This design comes from an exercise in tuning for small area on the open sky130 flow, not from production work.
Only simulation tests tie the RTL to the original design; equivalence was not proved.
Power figures rest on the tool's default switching activity, not on a simulated workload.

$ cat design/flow/design.v
`timescale 1ns / 1ps
module piano(clk,reset,song_sel,led,speakers,digit,mode,a,b,push);
input clk, reset, song_sel, mode, a, b, push;
output [6:0] led;
output speakers;
output [3:0] digit;    
reg [11:0] p;
wire tick = (p == 12'h7ff);
always @(posedge clk)
  if (reset) p <= 12'd0;
  else       p <= p + 12'd1;
wire tick_pre = p[0];
reg qa, qb, qa_dly, up, dn;
always @(posedge clk)
  if (reset) begin
    qa <= 1'b0; qb <= 1'b0; qa_dly <= 1'b0; up <= 1'b0; dn <= 1'b0;
  end else begin
    if (a == b) qa <= a;
    if (a != b) qb <= b;
    qa_dly <= qa;
    up <= !qa_dly && qa && !qb;
    dn <= !qa_dly && qa && qb;
  end
reg [31:0] s;
always @(posedge clk)
  if (reset)   s <= 32'd0;
  else if (up) s <= s + 32'd11;
  else if (dn) s <= s - 32'd11;
reg st1, st2, ledv;
reg [9:0] cnt;
reg [7:0] j1, j2;
reg [3:0] note;
reg [3:0] n1, n2;
always @(*) begin
  case (j1)
    8'd0: n1 = 4'd14;
    8'd1: n1 = 4'd14;
    8'd2: n1 = 4'd13;
    8'd3: n1 = 4'd13;
    8'd4: n1 = 4'd14;
    8'd5: n1 = 4'd14;
    8'd6: n1 = 4'd12;
    8'd7: n1 = 4'd12;
    8'd8: n1 = 4'd12;
    8'd9: n1 = 4'd13;
    8'd10: n1 = 4'd11;
    8'd11: n1 = 4'd11;
    8'd12: n1 = 4'd10;
    8'd13: n1 = 4'd10;
    8'd14: n1 = 4'd9;
    8'd15: n1 = 4'd10;
    8'd16: n1 = 4'd11;
    8'd17: n1 = 4'd10;
    8'd18: n1 = 4'd12;
    8'd19: n1 = 4'd12;
    8'd20: n1 = 4'd12;
    8'd21: n1 = 4'd10;
    8'd22: n1 = 4'd9;
    8'd23: n1 = 4'd10;
    8'd24: n1 = 4'd12;
    8'd25: n1 = 4'd9;
    8'd26: n1 = 4'd10;
    8'd27: n1 = 4'd11;
    8'd28: n1 = 4'd10;
    8'd29: n1 = 4'd9;
    8'd30: n1 = 4'd8;
    8'd31: n1 = 4'd8;
    8'd32: n1 = 4'd8;
    8'd33: n1 = 4'd8;
    8'd34: n1 = 4'd8;
    8'd35: n1 = 4'd8;
    8'd36: n1 = 4'd12;
    8'd37: n1 = 4'd12;
    8'd38: n1 = 4'd7;
    8'd39: n1 = 4'd7;
    8'd40: n1 = 4'd9;
    8'd41: n1 = 4'd9;
    8'd42: n1 = 4'd6;
    8'd43: n1 = 4'd6;
    8'd44: n1 = 4'd8;
    8'd45: n1 = 4'd8;
    8'd46: n1 = 4'd5;
    8'd47: n1 = 4'd5;
    8'd48: n1 = 4'd5;
    8'd49: n1 = 4'd5;
    8'd50: n1 = 4'd5;
    8'd51: n1 = 4'd5;
    8'd52: n1 = 4'd6;
    8'd53: n1 = 4'd8;
    8'd54: n1 = 4'd5;
    8'd55: n1 = 4'd5;
    8'd56: n1 = 4'd5;
    8'd57: n1 = 4'd5;
    8'd58: n1 = 4'd5;
    8'd59: n1 = 4'd5;
    8'd60: n1 = 4'd5;
    8'd61: n1 = 4'd5;
    8'd62: n1 = 4'd3;
    8'd63: n1 = 4'd3;
    8'd64: n1 = 4'd3;
    8'd65: n1 = 4'd3;
    8'd66: n1 = 4'd5;
    8'd67: n1 = 4'd5;
    8'd68: n1 = 4'd5;
    8'd69: n1 = 4'd6;
    8'd70: n1 = 4'd8;
    8'd71: n1 = 4'd8;
    8'd72: n1 = 4'd8;
    8'd73: n1 = 4'd9;
    8'd74: n1 = 4'd6;
    8'd75: n1 = 4'd8;
    8'd76: n1 = 4'd5;
    8'd77: n1 = 4'd5;
    8'd78: n1 = 4'd12;
    8'd79: n1 = 4'd12;
    8'd80: n1 = 4'd12;
    8'd81: n1 = 4'd15;
    8'd82: n1 = 4'd13;
    8'd83: n1 = 4'd12;
    8'd84: n1 = 4'd10;
    8'd85: n1 = 4'd12;
    8'd86: n1 = 4'd9;
    8'd87: n1 = 4'd9;
    8'd88: n1 = 4'd9;
    8'd89: n1 = 4'd9;
    8'd90: n1 = 4'd9;
    8'd91: n1 = 4'd9;
    8'd92: n1 = 4'd9;
    8'd93: n1 = 4'd9;
    8'd94: n1 = 4'd9;
    8'd95: n1 = 4'd9;
    8'd96: n1 = 4'd9;
    8'd97: n1 = 4'd10;
    8'd98: n1 = 4'd7;
    8'd99: n1 = 4'd7;
    8'd100: n1 = 4'd6;
    8'd101: n1 = 4'd6;
    8'd102: n1 = 4'd5;
    8'd103: n1 = 4'd5;
    8'd104: n1 = 4'd5;
    8'd105: n1 = 4'd6;
    8'd106: n1 = 4'd8;
    8'd107: n1 = 4'd8;
    8'd108: n1 = 4'd9;
    8'd109: n1 = 4'd9;
    8'd110: n1 = 4'd3;
    8'd111: n1 = 4'd3;
    8'd112: n1 = 4'd8;
    8'd113: n1 = 4'd8;
    8'd114: n1 = 4'd6;
    8'd115: n1 = 4'd5;
    8'd116: n1 = 4'd6;
    8'd117: n1 = 4'd8;
    8'd118: n1 = 4'd5;
    8'd119: n1 = 4'd5;
    8'd120: n1 = 4'd5;
    8'd121: n1 = 4'd5;
    8'd122: n1 = 4'd5;
    8'd123: n1 = 4'd5;
    8'd124: n1 = 4'd5;
    8'd125: n1 = 4'd5;
    8'd126: n1 = 4'd10;
    8'd127: n1 = 4'd10;
    8'd128: n1 = 4'd10;
    8'd129: n1 = 4'd12;
    8'd130: n1 = 4'd7;
    8'd131: n1 = 4'd7;
    8'd132: n1 = 4'd9;
    8'd133: n1 = 4'd9;
    8'd134: n1 = 4'd6;
    8'd135: n1 = 4'd8;
    8'd136: n1 = 4'd5;
    8'd137: n1 = 4'd5;
    8'd138: n1 = 4'd5;
    8'd139: n1 = 4'd5;
    8'd140: n1 = 4'd5;
    8'd141: n1 = 4'd5;
    8'd142: n1 = 4'd3;
    8'd143: n1 = 4'd5;
    8'd144: n1 = 4'd5;
    8'd145: n1 = 4'd3;
    8'd146: n1 = 4'd5;
    8'd147: n1 = 4'd6;
    8'd148: n1 = 4'd7;
    8'd149: n1 = 4'd9;
    8'd150: n1 = 4'd6;
    8'd151: n1 = 4'd6;
    8'd152: n1 = 4'd6;
    8'd153: n1 = 4'd6;
    8'd154: n1 = 4'd6;
    8'd155: n1 = 4'd6;
    8'd156: n1 = 4'd5;
    8'd157: n1 = 4'd6;
    8'd158: n1 = 4'd8;
    8'd159: n1 = 4'd8;
    8'd160: n1 = 4'd8;
    8'd161: n1 = 4'd9;
    8'd162: n1 = 4'd12;
    8'd163: n1 = 4'd12;
    8'd164: n1 = 4'd10;
    8'd165: n1 = 4'd10;
    8'd166: n1 = 4'd9;
    8'd167: n1 = 4'd9;
    8'd168: n1 = 4'd10;
    8'd169: n1 = 4'd9;
    8'd170: n1 = 4'd8;
    8'd171: n1 = 4'd8;
    8'd172: n1 = 4'd6;
    8'd173: n1 = 4'd5;
    8'd174: n1 = 4'd3;
    8'd175: n1 = 4'd3;
    8'd176: n1 = 4'd3;
    8'd177: n1 = 4'd3;
    8'd178: n1 = 4'd8;
    8'd179: n1 = 4'd8;
    8'd180: n1 = 4'd8;
    8'd181: n1 = 4'd8;
    8'd182: n1 = 4'd6;
    8'd183: n1 = 4'd8;
    8'd184: n1 = 4'd6;
    8'd185: n1 = 4'd5;
    8'd186: n1 = 4'd3;
    8'd187: n1 = 4'd5;
    8'd188: n1 = 4'd6;
    8'd189: n1 = 4'd8;
    8'd190: n1 = 4'd5;
    8'd191: n1 = 4'd5;
    8'd192: n1 = 4'd5;
    8'd193: n1 = 4'd5;
    8'd194: n1 = 4'd5;
    8'd195: n1 = 4'd5;
    8'd196: n1 = 4'd10;
    8'd197: n1 = 4'd12;
    8'd198: n1 = 4'd9;
    8'd199: n1 = 4'd10;
    8'd200: n1 = 4'd9;
    8'd201: n1 = 4'd8;
    8'd202: n1 = 4'd7;
    8'd203: n1 = 4'd7;
    8'd204: n1 = 4'd6;
    8'd205: n1 = 4'd6;
    8'd206: n1 = 4'd5;
    8'd207: n1 = 4'd5;
    8'd208: n1 = 4'd5;
    8'd209: n1 = 4'd5;
    8'd210: n1 = 4'd5;
    8'd211: n1 = 4'd5;
    8'd212: n1 = 4'd5;
    8'd213: n1 = 4'd5;
    default: n1 = 4'd0;
  endcase
end
always @(*) begin
  case (j2[6:0])
    7'd12: n2 = 4'd8;
    7'd13: n2 = 4'd8;
    7'd14: n2 = 4'd8;
    7'd15: n2 = 4'd8;
    7'd16: n2 = 4'd9;
    7'd17: n2 = 4'd9;
    7'd18: n2 = 4'd9;
    7'd19: n2 = 4'd9;
    7'd20: n2 = 4'd10;
    7'd21: n2 = 4'd10;
    7'd22: n2 = 4'd10;
    7'd23: n2 = 4'd10;
    7'd24: n2 = 4'd8;
    7'd25: n2 = 4'd8;
    7'd26: n2 = 4'd8;
    7'd27: n2 = 4'd8;
    7'd28: n2 = 4'd8;
    7'd29: n2 = 4'd8;
    7'd30: n2 = 4'd8;
    7'd31: n2 = 4'd8;
    7'd32: n2 = 4'd9;
    7'd33: n2 = 4'd9;
    7'd34: n2 = 4'd9;
    7'd35: n2 = 4'd9;
    7'd36: n2 = 4'd10;
    7'd37: n2 = 4'd10;
    7'd38: n2 = 4'd10;
    7'd39: n2 = 4'd10;
    7'd40: n2 = 4'd8;
    7'd41: n2 = 4'd8;
    7'd42: n2 = 4'd8;
    7'd43: n2 = 4'd8;
    7'd44: n2 = 4'd10;
    7'd45: n2 = 4'd10;
    7'd46: n2 = 4'd10;
    7'd47: n2 = 4'd10;
    7'd48: n2 = 4'd11;
    7'd49: n2 = 4'd11;
    7'd50: n2 = 4'd11;
    7'd51: n2 = 4'd11;
    7'd52: n2 = 4'd12;
    7'd53: n2 = 4'd12;
    7'd54: n2 = 4'd12;
    7'd55: n2 = 4'd12;
    7'd56: n2 = 4'd12;
    7'd57: n2 = 4'd12;
    7'd58: n2 = 4'd12;
    7'd59: n2 = 4'd12;
    7'd60: n2 = 4'd10;
    7'd61: n2 = 4'd10;
    7'd62: n2 = 4'd10;
    7'd63: n2 = 4'd10;
    7'd64: n2 = 4'd11;
    7'd65: n2 = 4'd11;
    7'd66: n2 = 4'd11;
    7'd67: n2 = 4'd11;
    7'd68: n2 = 4'd12;
    7'd69: n2 = 4'd12;
    7'd70: n2 = 4'd12;
    7'd71: n2 = 4'd12;
    7'd72: n2 = 4'd12;
    7'd73: n2 = 4'd12;
    7'd74: n2 = 4'd12;
    7'd75: n2 = 4'd13;
    7'd76: n2 = 4'd12;
    7'd77: n2 = 4'd12;
    7'd78: n2 = 4'd12;
    7'd79: n2 = 4'd11;
    7'd80: n2 = 4'd10;
    7'd81: n2 = 4'd10;
    7'd82: n2 = 4'd10;
    7'd83: n2 = 4'd10;
    7'd84: n2 = 4'd8;
    7'd85: n2 = 4'd8;
    7'd86: n2 = 4'd8;
    7'd87: n2 = 4'd8;
    7'd88: n2 = 4'd12;
    7'd89: n2 = 4'd12;
    7'd90: n2 = 4'd12;
    7'd91: n2 = 4'd13;
    7'd92: n2 = 4'd12;
    7'd93: n2 = 4'd12;
    7'd94: n2 = 4'd12;
    7'd95: n2 = 4'd11;
    7'd96: n2 = 4'd10;
    7'd97: n2 = 4'd10;
    7'd98: n2 = 4'd10;
    7'd99: n2 = 4'd10;
    7'd100: n2 = 4'd8;
    7'd101: n2 = 4'd8;
    7'd102: n2 = 4'd8;
    7'd103: n2 = 4'd8;
    7'd104: n2 = 4'd8;
    7'd105: n2 = 4'd8;
    7'd106: n2 = 4'd8;
    7'd107: n2 = 4'd8;
    7'd108: n2 = 4'd12;
    7'd109: n2 = 4'd12;
    7'd110: n2 = 4'd12;
    7'd111: n2 = 4'd12;
    7'd112: n2 = 4'd8;
    7'd113: n2 = 4'd8;
    7'd114: n2 = 4'd8;
    7'd115: n2 = 4'd8;
    7'd116: n2 = 4'd8;
    7'd117: n2 = 4'd8;
    7'd118: n2 = 4'd8;
    7'd119: n2 = 4'd8;
    7'd120: n2 = 4'd12;
    7'd121: n2 = 4'd12;
    7'd122: n2 = 4'd12;
    7'd123: n2 = 4'd12;
    7'd124: n2 = 4'd8;
    7'd125: n2 = 4'd8;
    7'd126: n2 = 4'd8;
    7'd127: n2 = 4'd8;
    default: n2 = 4'd0;
  endcase
  if (j2[7]) n2 = 4'd0;
end
always @(posedge clk)
  if (reset) begin
    st1 <= 1'b0; st2 <= 1'b0; ledv <= 1'b0; cnt <= 10'd0;
    j1 <= 8'hff; j2 <= 8'h80; note <= 4'd0;
  end else if (tick) begin
    ledv <= 1'b1;
    if (song_sel) begin
      note <= n1;
      if (!st1) begin st1 <= 1'b1; cnt <= 10'd0; j1 <= 8'd0; end
      else if (cnt == 10'd213) begin cnt <= 10'd0; st1 <= 1'b0; end
      else begin cnt <= cnt + 10'd1; if (j1 != 8'hff) j1 <= j1 + 8'd1; end
    end else begin
      note <= n2;
      if (!st2) begin st2 <= 1'b1; cnt <= 10'd0; j2 <= 8'd0; end
      else if (cnt == 10'd127) begin cnt <= 10'd0; st2 <= 1'b0; end
      else begin cnt <= cnt + 10'd1; if (!j2[7]) j2 <= j2 + 8'd1; end
    end
  end
reg [2:0] code;
always @(*)
  case (note)
    4'd8:  code = 3'd1;
    4'd9:  code = 3'd2;
    4'd10: code = 3'd3;
    4'd11: code = 3'd4;
    4'd12: code = 3'd5;
    4'd13: code = 3'd6;
    4'd14: code = 3'd7;
    4'd15: code = 3'd1;
    default: code = note[2:0];
  endcase
reg [6:0] ledc;
always @(*)
  case (code)
    3'd1: ledc = 7'b0000001;
    3'd2: ledc = 7'b0000010;
    3'd3: ledc = 7'b0000100;
    3'd4: ledc = 7'b0001000;
    3'd5: ledc = 7'b0010000;
    3'd6: ledc = 7'b0100000;
    3'd7: ledc = 7'b1000000;
    default: ledc = 7'b1111111;
  endcase
assign led = ledv ? ledc : 7'd0;
wire [3:0] flag4 = {s[3:0], 1'b0} + s[3:0];
assign digit = mode ? {1'b0, code} : flag4;
localparam [241:0] pre_divf = {11'b11111111111,11'd137,11'd345,11'd531,11'd616,11'd773,11'd912,11'd1036,11'd1092,11'd1197,11'd1290,11'd1332,11'd1410,11'd1480,11'd1542,11'd1570,11'd1622,11'd1668,11'd1690,11'd1728,11'd1764,11'd1795};
reg [10:0] tone1;
always @(*)
  case (note)
    4'd0:  tone1 = 11'd2047;
    4'd3:  tone1 = 11'd531;
    4'd5:  tone1 = 11'd773;
    4'd6:  tone1 = 11'd912;
    4'd7:  tone1 = 11'd1036;
    4'd8:  tone1 = 11'd1092;
    4'd9:  tone1 = 11'd1197;
    4'd10: tone1 = 11'd1290;
    4'd11: tone1 = 11'd1332;
    4'd12: tone1 = 11'd1410;
    4'd13: tone1 = 11'd1480;
    4'd14: tone1 = 11'd1542;
    4'd15: tone1 = 11'd1570;
    4'd1:  tone1 = 11'd137;
    4'd2:  tone1 = 11'd345;
    default: tone1 = 11'd616;
  endcase
wire [241:0] sh = pre_divf << s[7:0];
wire [10:0] tone0 = (s[31:8] == 24'd0) ? sh[241:231] : 11'd0;
wire [10:0] Tone = mode ? tone1 : tone0;
reg [10:0] Count11;
reg FullSpkS, speaker;
always @(posedge clk)
  if (reset) begin
    Count11 <= 11'd0; FullSpkS <= 1'b0; speaker <= 1'b0;
  end else if (tick_pre) begin
    if (Count11 == 11'h7ff) begin
      Count11 <= Tone;
      FullSpkS <= 1'b1;
      if (!FullSpkS) speaker <= ~speaker;
    end else begin
      Count11 <= Count11 + 11'd1;
      FullSpkS <= 1'b0;
    end
  end
assign speakers = speaker;
endmodule
`timescale 1ns / 1ps
module VGA(clk,rst2,hsync,vsync,vga_r,vga_g,vga_b,a,b);
input a, b;
input clk;
input rst2;
output hsync, vsync;
output vga_r, vga_g, vga_b;
reg [10:0] x_cnt;    
reg [9:0]  y_cnt;    
reg hsync_r, vsync_r;
wire x_end = x_cnt[10] & (&x_cnt[3:0]);                             
wire y_end = y_cnt[9] & y_cnt[7] & y_cnt[4] & y_cnt[3] & y_cnt[0];  
always @(posedge clk or negedge rst2)
  if (!rst2)      x_cnt <= 11'd0;
  else if (x_end) x_cnt <= 11'd0;
  else            x_cnt <= x_cnt + 11'd1;
always @(posedge clk or negedge rst2)
  if (!rst2)      y_cnt <= 10'd0;
  else if (y_end) y_cnt <= 10'd0;
  else if (x_end) y_cnt <= y_cnt + 10'd1;
always @(posedge clk or negedge rst2)
  if (!rst2)                   hsync_r <= 1'b1;
  else if (x_cnt == 11'd0)     hsync_r <= 1'b0;
  else if (x_cnt == 11'd120)   hsync_r <= 1'b1;
always @(posedge clk or negedge rst2)
  if (!rst2)                   vsync_r <= 1'b1;
  else if (y_cnt == 10'd0)     vsync_r <= 1'b0;
  else if (y_cnt == 10'd6)     vsync_r <= 1'b1;
assign hsync = hsync_r;
assign vsync = vsync_r;
reg qa, qb, qa_dly, up, dn;
always @(posedge clk or negedge rst2)
  if (!rst2) begin
    qa <= 1'b0; qb <= 1'b0; qa_dly <= 1'b0; up <= 1'b0; dn <= 1'b0;
  end else begin
    if (a == b) qa <= a;
    if (a != b) qb <= b;
    qa_dly <= qa;
    up <= !qa_dly && qa && !qb;
    dn <= !qa_dly && qa && qb;
  end
reg [31:0] xl;
always @(posedge clk or negedge rst2)
  if (!rst2)   xl <= 32'd200;
  else if (dn) xl <= xl - 32'd25;
  else if (up) xl <= xl + 32'd25;
wire [11:0] dx = {1'b0, x_cnt} - {1'b0, xl[10:0]};
wire fx = (xl[31:11] == 21'd0) && !dx[11] && (dx[10:0] <= 11'd20);
wire ya = (y_cnt >= 10'd131) && (y_cnt <= 10'd180);    
wire yb = (y_cnt == 10'd181);                          
wire yc = (y_cnt >= 10'd182) && (y_cnt <= 10'd231);    
wire yd = (y_cnt >= 10'd256) && (y_cnt <= 10'd281);    
reg pa, pb, pc;
always @(*) begin
  pa = (x_cnt >= 11'd200 && x_cnt <= 11'd219) ||
       (x_cnt >= 11'd226 && x_cnt <= 11'd244) ||
       (x_cnt >= 11'd251 && x_cnt <= 11'd270) ||
       (x_cnt >= 11'd275 && x_cnt <= 11'd289) ||
       (x_cnt >= 11'd300 && x_cnt <= 11'd314) ||
       (x_cnt >= 11'd325 && x_cnt <= 11'd339) ||
       (x_cnt >= 11'd350 && x_cnt <= 11'd359) ||
       (x_cnt >= 11'd366 && x_cnt <= 11'd370) ||
       (x_cnt >= 11'd375 && x_cnt <= 11'd395) ||
       (x_cnt >= 11'd400 && x_cnt <= 11'd404) ||
       (x_cnt >= 11'd411 && x_cnt <= 11'd420) ||
       (x_cnt >= 11'd425 && x_cnt <= 11'd429) ||
       (x_cnt >= 11'd436 && x_cnt <= 11'd445) ||
       (x_cnt >= 11'd450 && x_cnt <= 11'd454) ||
       (x_cnt >= 11'd461 && x_cnt <= 11'd470) ||
       (x_cnt >= 11'd475 && x_cnt <= 11'd495) ||
       (x_cnt >= 11'd506 && x_cnt <= 11'd520) ||
       (x_cnt >= 11'd531 && x_cnt <= 11'd545) ||
       (x_cnt >= 11'd550 && x_cnt <= 11'd569) ||
       (x_cnt >= 11'd576 && x_cnt <= 11'd594) ||
       (x_cnt >= 11'd601 && x_cnt <= 11'd619) ||
       (x_cnt >= 11'd626 && x_cnt <= 11'd645) ||
       (x_cnt >= 11'd650 && x_cnt <= 11'd664) ||
       (x_cnt >= 11'd675 && x_cnt <= 11'd695) ||
       (x_cnt >= 11'd700 && x_cnt <= 11'd720);
  pb = (x_cnt >= 11'd200 && x_cnt <= 11'd219) ||
       (x_cnt >= 11'd226 && x_cnt <= 11'd244) ||
       (x_cnt >= 11'd251 && x_cnt <= 11'd289) ||
       (x_cnt >= 11'd296 && x_cnt <= 11'd314) ||
       (x_cnt >= 11'd321 && x_cnt <= 11'd339) ||
       (x_cnt >= 11'd346 && x_cnt <= 11'd359) ||
       (x_cnt >= 11'd366 && x_cnt <= 11'd404) ||
       (x_cnt >= 11'd411 && x_cnt <= 11'd429) ||
       (x_cnt >= 11'd436 && x_cnt <= 11'd447) ||
       (x_cnt >= 11'd450 && x_cnt <= 11'd454) ||
       (x_cnt >= 11'd461 && x_cnt <= 11'd470) ||
       (x_cnt >= 11'd475 && x_cnt <= 11'd495) ||
       (x_cnt >= 11'd506 && x_cnt <= 11'd520) ||
       (x_cnt >= 11'd531 && x_cnt <= 11'd545) ||
       (x_cnt >= 11'd550 && x_cnt <= 11'd569) ||
       (x_cnt >= 11'd576 && x_cnt <= 11'd594) ||
       (x_cnt >= 11'd601 && x_cnt <= 11'd619) ||
       (x_cnt >= 11'd626 && x_cnt <= 11'd645) ||
       (x_cnt >= 11'd650 && x_cnt <= 11'd664) ||
       (x_cnt >= 11'd675 && x_cnt <= 11'd695) ||
       (x_cnt >= 11'd700 && x_cnt <= 11'd720);
  pc = (x_cnt >= 11'd200 && x_cnt <= 11'd447) ||
       (x_cnt >= 11'd450 && x_cnt <= 11'd470) ||
       (x_cnt >= 11'd475 && x_cnt <= 11'd495) ||
       (x_cnt >= 11'd500 && x_cnt <= 11'd520) ||
       (x_cnt >= 11'd525 && x_cnt <= 11'd545) ||
       (x_cnt >= 11'd550 && x_cnt <= 11'd570) ||
       (x_cnt >= 11'd575 && x_cnt <= 11'd595) ||
       (x_cnt >= 11'd600 && x_cnt <= 11'd620) ||
       (x_cnt >= 11'd625 && x_cnt <= 11'd645) ||
       (x_cnt >= 11'd650 && x_cnt <= 11'd670) ||
       (x_cnt >= 11'd675 && x_cnt <= 11'd695) ||
       (x_cnt >= 11'd700 && x_cnt <= 11'd720);
end
wire valid = !x_end && (y_cnt >= 10'd31) && (y_cnt < 10'd631);
reg rgb;
always @(posedge clk)
  rgb <= !valid | (ya & pa) | (yb & pb) | (yc & pc) | (yd & fx);
assign vga_r = rgb;
assign vga_g = rgb;
assign vga_b = rgb;
endmodule
`timescale 1ns / 1ps
module lcd( clk, LCD_E,reset,rst2, mode,a,b,push,LCD_RS, LCD_RW, SF_D ,chg,cal,sw_3,hsync,vsync,vga_r,vga_g,vga_b,song_sel,led, speakers);
  input a,b,push,mode;
  input clk,reset,rst2;
  output [6:0]led;
  output speakers;
  output reg LCD_E;
  output reg LCD_RS;
  output LCD_RW;
  output [11:8] SF_D;
  input song_sel;
  input cal,chg,sw_3;
  output hsync;
  output vsync;
  output vga_r;
  output vga_g;
  output vga_b;
  assign LCD_RW = 1'b0;
  wire [3:0] digit;
  reg [7:0] f;
  reg [5:0] k;
  reg lp;
  reg [3:0] sf_d;
  reg [6:0] ad;       
  reg [3:0] cap;      
  assign SF_D = sf_d;
  wire [7:0] address = {ad != 7'h7f, ad};
  wire f_end = (f == 8'd241);
  wire xfer = lp ? (k[5:1] == 5'd0) : (k[5:2] == 4'b1011);
  wire G = lp && (k == 6'd1) && (f == 8'd185);
  reg [7:0] chr;
  always @(*)
    case (address)
      8'hc0: chr = cap[3] ? 8'h41 : 8'h10;
      8'hc1: chr = 8'h4d;
      8'hc2: chr = 8'h55;
      8'hc3: chr = 8'h53;
      8'hc4: chr = 8'h49;
      8'hc5: chr = 8'h43;
      8'hc6: chr = 8'h3a;
      8'hc7: chr = 8'h4c;
      8'hc8: chr = 8'h5a;
      8'hc9: chr = cap[0] ? 8'h4c : 8'h10;
      8'hca: chr = cap[0] ? 8'h48 : 8'h10;
      8'h81: chr = 8'h43;
      8'h82: chr = 8'h41;
      8'h83: chr = 8'h42;
      8'h84: chr = 8'h5e;
      8'h85: chr = 8'h5f;
      8'h86: chr = 8'h5e;
      8'h87: chr = 8'h57;
      8'h88: chr = 8'h6f;
      8'h89: chr = 8'h72;
      8'h8a: chr = 8'h6c;
      8'h8b: chr = 8'h64;
      8'h8c: chr = 8'hb0;
      8'h8d: chr = (cap <= 4'd9) ? {4'h3, cap} : 8'h10;
      default: chr = 8'h10;
    endcase
  reg [7:0] byte_out;
  always @(*)
    if (lp) byte_out = k[0] ? chr : address;
    else case (k[1:0])
      2'd0: byte_out = 8'h28;
      2'd1: byte_out = 8'h06;
      2'd2: byte_out = 8'h0c;
      default: byte_out = 8'h01;
    endcase
  always @(posedge clk) begin
    if (reset) begin
      f <= 8'd128; k <= 6'd0; lp <= 1'b0;
      LCD_E <= 1'b0; LCD_RS <= 1'b0; sf_d <= 4'h0;
      ad <= 7'h40; cap <= 4'hf;
    end else begin
      if (!lp && k == 6'd50 && f == 8'd224) begin
        f <= 8'd0; k <= 6'd0; lp <= 1'b1;
      end else if (lp && f == 8'd242) begin
        f <= 8'd0; k <= 6'd0;
      end else if (f_end) begin
        if (lp && k == 6'd5) f <= 8'd242;
        else begin f <= 8'd0; k <= k + 6'd1; end
      end else
        f <= f + 8'd1;
      if (!lp && k == 6'd31 && f == 8'd129) begin LCD_E <= 1'b1; sf_d <= 4'h3; end
      if (!lp && k == 6'd43 && f == 8'd23) sf_d <= 4'h2;
      if (xfer) begin
        if (f == 8'd0) begin sf_d <= byte_out[7:4]; LCD_E <= 1'b0; LCD_RS <= lp & k[0]; end
        if (f == 8'd5 || f == 8'd25) LCD_E <= 1'b1;
        if (f == 8'd19 || f == 8'd28) LCD_E <= 1'b0;
        if (f == 8'd22) sf_d <= byte_out[3:0];
      end
      if (G) begin
        ad <= (ad == 7'h4f) ? 7'h7f : ad + 7'd1;
        cap <= (address == 8'h8c) ? digit : {3'b000, ~song_sel};
      end
    end
  end
  VGA   U2(clk,rst2,hsync,vsync,vga_r,vga_g,vga_b,a, b);
  piano U3(clk,reset,song_sel,led,speakers,digit,mode,a, b, push);
endmodule
$ cat design/flow/run.sh
#!/bin/bash
# synth_recipe.tcl (not shown) runs the flow's synth.tcl, then flattens the netlist and writes it again
# the make line also repeats each setting of config.mk as NAME=value (left out here)
make -C /OpenROAD-flow-scripts/flow DESIGN_CONFIG=/design/flow/config.mk WORK_HOME=/design/flow/orfs CLKGATE_MAP_FILE= SYNTH_SCRIPT=/design/flow/synth_recipe.tcl finish
$ cat design/flow/config.mk
export PLATFORM = sky130hd
export DESIGN_NAME = lcd
export DESIGN_NICKNAME = lcd
export VERILOG_FILES = /design/flow/design.v
export SDC_FILE = /design/flow/constraint.sdc
export NUM_CORES = 4
export LEC_CHECK = 0
export CAP_MARGIN = 20
export CORE_MARGIN = 2
export CORE_UTILIZATION = 40
export PLACE_DENSITY = 0.6
export SLEW_MARGIN = 20
$ cat design/flow/constraint.sdc
create_clock -name core_clock -period 10.0 [get_ports {clk}]
set_input_delay 2.0000 -clock core_clock [delete_from_list [all_inputs] [get_ports {clk}]]
set_output_delay 2.0000 -clock core_clock [all_outputs]
set_load 0.01 [all_outputs]
==> run_summary.xml <==
<?xml version="1.0" encoding="UTF-8"?>
<metrics>
  <group name="run_status">
    <metric name="status" unit="">timing/DRC/antenna clean</metric>
  </group>
  <group name="setup_path">
    <metric name="critical_path_data_arrival_time" unit="ns">6.30</metric>
    <metric name="critical_path.max_stage_delay" unit="ns">0.86</metric>
    <metric name="crit_slowest_cell" unit="">sky130_fd_sc_hd__clkdlybuf4s50_1</metric>
    <metric name="timing_worst_setup_path_type" unit="">primary input to flip-flop</metric>
    <metric name="critPathLaunchType" unit="">primary input</metric>
    <metric name="critical_path_required" unit="ns">10.48</metric>
    <metric name="worstRegToRegCells" unit="">13</metric>
    <metric name="bufs_and_invs_on_worst_path" unit="">2</metric>
    <metric name="critical_path.cell_chain" unit="">clkdlybuf4s50_1, nand3_4, a21o_1, a22oi_1, nand2_1, inv_1, ha_1, nor2_1, a211oi_1, a311o_1, o21ai_0, a221oi_1, or3_1</metric>
    <metric name="critical_path.reg2reg.endpoint" unit="">U3.s[30]</metric>
    <metric name="worstReg2RegStart" unit="">U3.up</metric>
    <metric name="critical_path.startpoint" unit="">song_sel</metric>
    <metric name="cp-endpoint" unit="">U3.n1[3]</metric>
    <metric name="path_depth" unit="">13</metric>
    <metric name="timing.critical_path.fanout_max" unit="">15</metric>
    <metric name="critical_path.top_delay_family" unit="">compound AO/OA/AOI/OAI gates</metric>
    <metric name="critical_path.endpoint_type" unit="">flip-flop</metric>
    <metric name="r2r_setup_slack" unit="ns">5.04</metric>
  </group>
  <group name="placed_design">
    <metric name="detailed_place.area" unit="µm²">21000</metric>
    <metric name="place.gp.congestion" unit="">0.975</metric>
    <metric name="detailed_place_hpwl" unit="µm">44500</metric>
    <metric name="placedCellCount" unit="">3445</metric>
    <metric name="placement.io_buffers" unit="">25</metric>
  </group>
  <group name="cts">
    <metric name="numClockSinks" unit="">207</metric>
    <metric name="cts_root_buffer" unit="">sky130_fd_sc_hd__clkbuf_16</metric>
    <metric name="cts_buffers" unit="">26</metric>
    <metric name="postCtsResizedCells" unit="">0</metric>
    <metric name="worstSkewPairLatency" unit="ns">0.54</metric>
    <metric name="clkSlewWorstSetupHoldPaths" unit="ns">0.06</metric>
    <metric name="post_cts_setup_repair_buffer_count" unit="">0</metric>
    <metric name="cts_tree" unit="">yes</metric>
    <metric name="count_of_hold_fix_buffers_inserted_at_cts" unit="">0</metric>
    <metric name="max-clock-path-buffers" unit="">3</metric>
    <metric name="deepest_level_of_the_cts_h_tree" unit="">1</metric>
  </group>
  <group name="finish">
    <metric name="layout-drive-gt1-share" unit="">0.0546</metric>
    <metric name="final_cell_mix" unit="">323 x sky130_fd_sc_hd__nand2_1, 321 x sky130_fd_sc_hd__nor2_1, 299 x sky130_fd_sc_hd__a21oi_1, 268 x sky130_fd_sc_hd__o21ai_0, 143 x sky130_fd_sc_hd__ha_1</metric>
    <metric name="final-seq-area" unit="µm²">4460</metric>
    <metric name="nFillCells" unit="">5177</metric>
    <metric name="most_frequent_standard_cell_in_the_layout_excluding_fill_and_tap_cells" unit="">sky130_fd_sc_hd__nand2_1</metric>
    <metric name="area.growth.synth_to_final" unit="%">7.32</metric>
    <metric name="layout.core_utilization" unit="">0.436</metric>
    <metric name="final_cell_count_no_fill" unit="">3494</metric>
    <metric name="nNetsFinal" unit="">2959</metric>
    <metric name="finish.instance_area" unit="µm²">22000</metric>
    <metric name="multi_input_gate_area_in_the_final_layout" unit="µm²">14900</metric>
  </group>
  <group name="power_and_ir_drop">
    <metric name="clockPowerShare" unit="">0.349</metric>
    <metric name="power.share.combinational" unit="">0.323</metric>
    <metric name="irDropWorstVdd" unit="V">0.000114</metric>
    <metric name="seqPwrFrac" unit="">0.328</metric>
    <metric name="leakage_power" unit="µW">0.00851</metric>
    <metric name="cellPowerDensity" unit="nW/µm²">137</metric>
    <metric name="power_report.internal_total" unit="µW">1980</metric>
    <metric name="netSwitchingFraction" unit="">0.344</metric>
    <metric name="net-switching-power" unit="µW">1040</metric>
  </group>
  <group name="logic_synthesis">
    <metric name="netlist_area_before_placement" unit="µm²">20500</metric>
    <metric name="syn-instance-count" unit="">2924</metric>
    <metric name="avg_cell_area_syn" unit="µm²">7.00</metric>
    <metric name="yosys_warnings" unit="">3</metric>
    <metric name="synth.ff_latch_count" unit="">207</metric>
    <metric name="postSynth.topFlopCell" unit="">sky130_fd_sc_hd__dfxtp_1</metric>
    <metric name="postSynth.asyncResetShare" unit="">0.290</metric>
    <metric name="synth_cell_types" unit="">102</metric>
    <metric name="sequential_to_total_area_share_from_yosys_stat" unit="">0.217</metric>
    <metric name="synth_edf_count" unit="">0</metric>
    <metric name="synth_nets" unit="">3082</metric>
  </group>
  <group name="hold_path">
    <metric name="hold_path_class" unit="">flip-flop to flip-flop</metric>
    <metric name="timing.hold.worst.start" unit="">U3.qa_dly</metric>
  </group>
  <group name="run">
    <metric name="maxCapViolations" unit="">0</metric>
  </group>
  <group name="die">
    <metric name="pin_count" unit="">31</metric>
    <metric name="design.die.area" unit="µm²">53000</metric>
    <metric name="placement_rows" unit="">82</metric>
    <metric name="die_height" unit="µm">230</metric>
    <metric name="coreArea" unit="µm²">50400</metric>
    <metric name="die-width" unit="µm">230</metric>
    <metric name="start_util" unit="">0.406</metric>
  </group>
  <group name="route">
    <metric name="route.detailed.vias_per_inst" unit="">6.27</metric>
    <metric name="dr.first_iter.drc_count" unit="">2535</metric>
    <metric name="route.vias.total" unit="">21900</metric>
    <metric name="antenna_left" unit="">0</metric>
    <metric name="finalWirelength" unit="µm">65600</metric>
    <metric name="drc" unit="">0</metric>
    <metric name="drt-pass1-iter-count" unit="">8</metric>
    <metric name="post_drt_wl_per_cell" unit="µm">18.8</metric>
  </group>
  <group name="timing">
    <metric name="final-hold-violation-count" unit="">0</metric>
    <metric name="drv_slew" unit="">0</metric>
    <metric name="period_minus_slack" unit="ns">5.82</metric>
    <metric name="worstMarginPinSlew" unit="ns">1.09</metric>
    <metric name="totalNegativeSetupSlack" unit="ns">0</metric>
    <metric name="clock.fmax" unit="GHz">0.172</metric>
    <metric name="unrepaired_setup_endpoints_after_global_routing" unit="">no</metric>
    <metric name="slew_headroom" unit="">0.266</metric>
    <metric name="skew" unit="ns">0.0104</metric>
    <metric name="setup-violations-final" unit="">0</metric>
    <metric name="finalCritPeriodShare" unit="">0.582</metric>
  </group>
  <group name="global_route">
    <metric name="antenna_found_initial" unit="">1</metric>
    <metric name="gr-total-overflow" unit="">0</metric>
    <metric name="grt_start_max_net_pins" unit="">96</metric>
    <metric name="first_pass_grt_wire_length" unit="µm">107000</metric>
    <metric name="first_global_vias" unit="">20600</metric>
    <metric name="grt_usage" unit="">0.239</metric>
  </group>
</metrics>
## worst reg2reg max path, stage by stage, from the launching register on
cell,delay [ns]
sky130_fd_sc_hd__dfxtp_1,0.44
sky130_fd_sc_hd__clkinv_1,0.90
sky130_fd_sc_hd__ha_1,0.76
sky130_fd_sc_hd__and2_1,0.20
sky130_fd_sc_hd__o21ai_0,0.22
sky130_fd_sc_hd__a31oi_1,0.19
sky130_fd_sc_hd__nor3_1,0.50
sky130_fd_sc_hd__o311ai_1,0.24
sky130_fd_sc_hd__a2111oi_0,0.58
sky130_fd_sc_hd__o41ai_1,0.25
sky130_fd_sc_hd__a31oi_1,0.26
sky130_fd_sc_hd__xnor2_1,0.14
sky130_fd_sc_hd__nand2_1,0.06
sky130_fd_sc_hd__a21oi_1,0.15
## registers in the layout, indices dropped and copies added, names as in the netlist, 10 cells and up, named ones only
register    cells
U3.tone1       11
U3.Count11     11
U3.cnt         10
U2.x_cnt       11
U2.xl          32
U3.s           32
U2.y_cnt       10
U3.p           12
## logic make-up (layout without fill, tap and decap cells)
logic type,after synthesis,after routing,share of synthesized area
and+or+nand+nor,1132,1132,0.266
AOI/OAI and AO/OA,1004,1004,0.305
buffers and inverters,300,197,0.0574
DFF,207,207,0.217
adders and majority gates,148,148,0.0918
xor gates and xnor gates,104,104,0.0445
muxes,28,28,0.0169
other,1,2,0.000183
## worst min path at each step
stage                            to  slack, ns  cells after the start
after global routing          U3.up       0.47                      1
final                         U3.up       0.42                      1
after CTS                     U3.up       0.41                      1
after global placement        U3.up       0.40                      1
after floorplan           U2.qa_dly       0.39                      0
after detailed placement      U3.up       0.41                      1
## metal layers
metal	wire (µm)	vias up	GRT usage
li1	-	10400	-
met1	28800	10300	0.328
met2	29200	1046	0.379
met3	5330	180	0.0363
met4	2220	0	0.0815
met5	0	-	0
## power by group through the flow
stage          clock network (µW)  registers (µW)  logic, µW
2_1_floorplan                   0             979        765
3_3_place_gp                    0            1000        935
3_5_place_dp                    0            1010        960
4_1_cts                      1080             990        966
5_1_grt                      1110            1000       1100
6_report                     1050             989        976
## cell usage after synthesis (20+ instances only)
cell,count,area [µm²]
sky130_fd_sc_hd__a211oi_1,56,420
sky130_fd_sc_hd__a21o_1,31,233
sky130_fd_sc_hd__a21oi_1,299,1500
sky130_fd_sc_hd__a31oi_1,56,350
sky130_fd_sc_hd__and2_1,22,138
sky130_fd_sc_hd__and3_1,32,200
sky130_fd_sc_hd__buf_1,34,128
sky130_fd_sc_hd__clkbuf_1,163,612
sky130_fd_sc_hd__dfrtp_1,55,1380
sky130_fd_sc_hd__dfxtp_1,147,2940
sky130_fd_sc_hd__ha_1,143,1790
sky130_fd_sc_hd__inv_1,82,308
sky130_fd_sc_hd__nand2_1,323,1210
sky130_fd_sc_hd__nand2b_1,45,282
sky130_fd_sc_hd__nand3_1,87,435
sky130_fd_sc_hd__nand4_1,33,206
sky130_fd_sc_hd__nor2_1,323,1210
sky130_fd_sc_hd__nor2b_1,38,238
sky130_fd_sc_hd__nor3_1,88,440
sky130_fd_sc_hd__nor4_1,22,138
sky130_fd_sc_hd__o211ai_1,38,285
sky130_fd_sc_hd__o21a_1,20,150
sky130_fd_sc_hd__o21ai_0,268,1340
sky130_fd_sc_hd__o22ai_1,29,181
sky130_fd_sc_hd__o31ai_1,22,165
sky130_fd_sc_hd__or3_1,28,175
sky130_fd_sc_hd__xnor2_1,53,464
sky130_fd_sc_hd__xor2_1,51,447
## stage by stage
stage	hold slack [ns]	power [µW]	setup slack, ns
3_5_place_dp	0.406	1970	3.76
2_1_floorplan	0.386	1740	5.46
5_1_grt	0.466	3210	3.93
6_report	0.415	3020	4.18
3_3_place_gp	0.397	1940	3.80
4_1_cts	0.414	3040	4.32
## layout make-up
cell class,instances,area share
multi-input combinational,2417,0.676
tap,672,0.0383
timing repair buffer,60,0.0230
antenna,1,0.000114
sequential,207,0.203
clock buffer,33,0.0331
clock inverter,15,0.0106
inverter,89,0.0152

-- afterwards: timing with drivers on the ports --
The flow's constraints put no driver on any port. The routed layout listed below was extracted and timed again, unchanged, in two steps.
Step 1 sets driving cells, clkbuf_16 on the clock port and buf_2 on the other inputs (assumed; they add their load-dependent delay and slew).
Step 2 moves the port delays by t, midway between the first and last clock arrival at a register: inputs arrive t later, outputs are due t later. That takes back most of the time a late clock gives input paths.
Three values: ideal ports, drivers, drivers and shift; two values: the first two.
t (ns): 0.593
slack for setup (ns): 4.184 / 4.215 / 3.623
worst slew at a driven data input, ns: 0.10
pins driven straight from the clock port: 1
After both steps setup and hold are still met in this run. For this run, drivers alone change the setup slack by +0.031 ns; drivers and shift together by -0.561 ns.
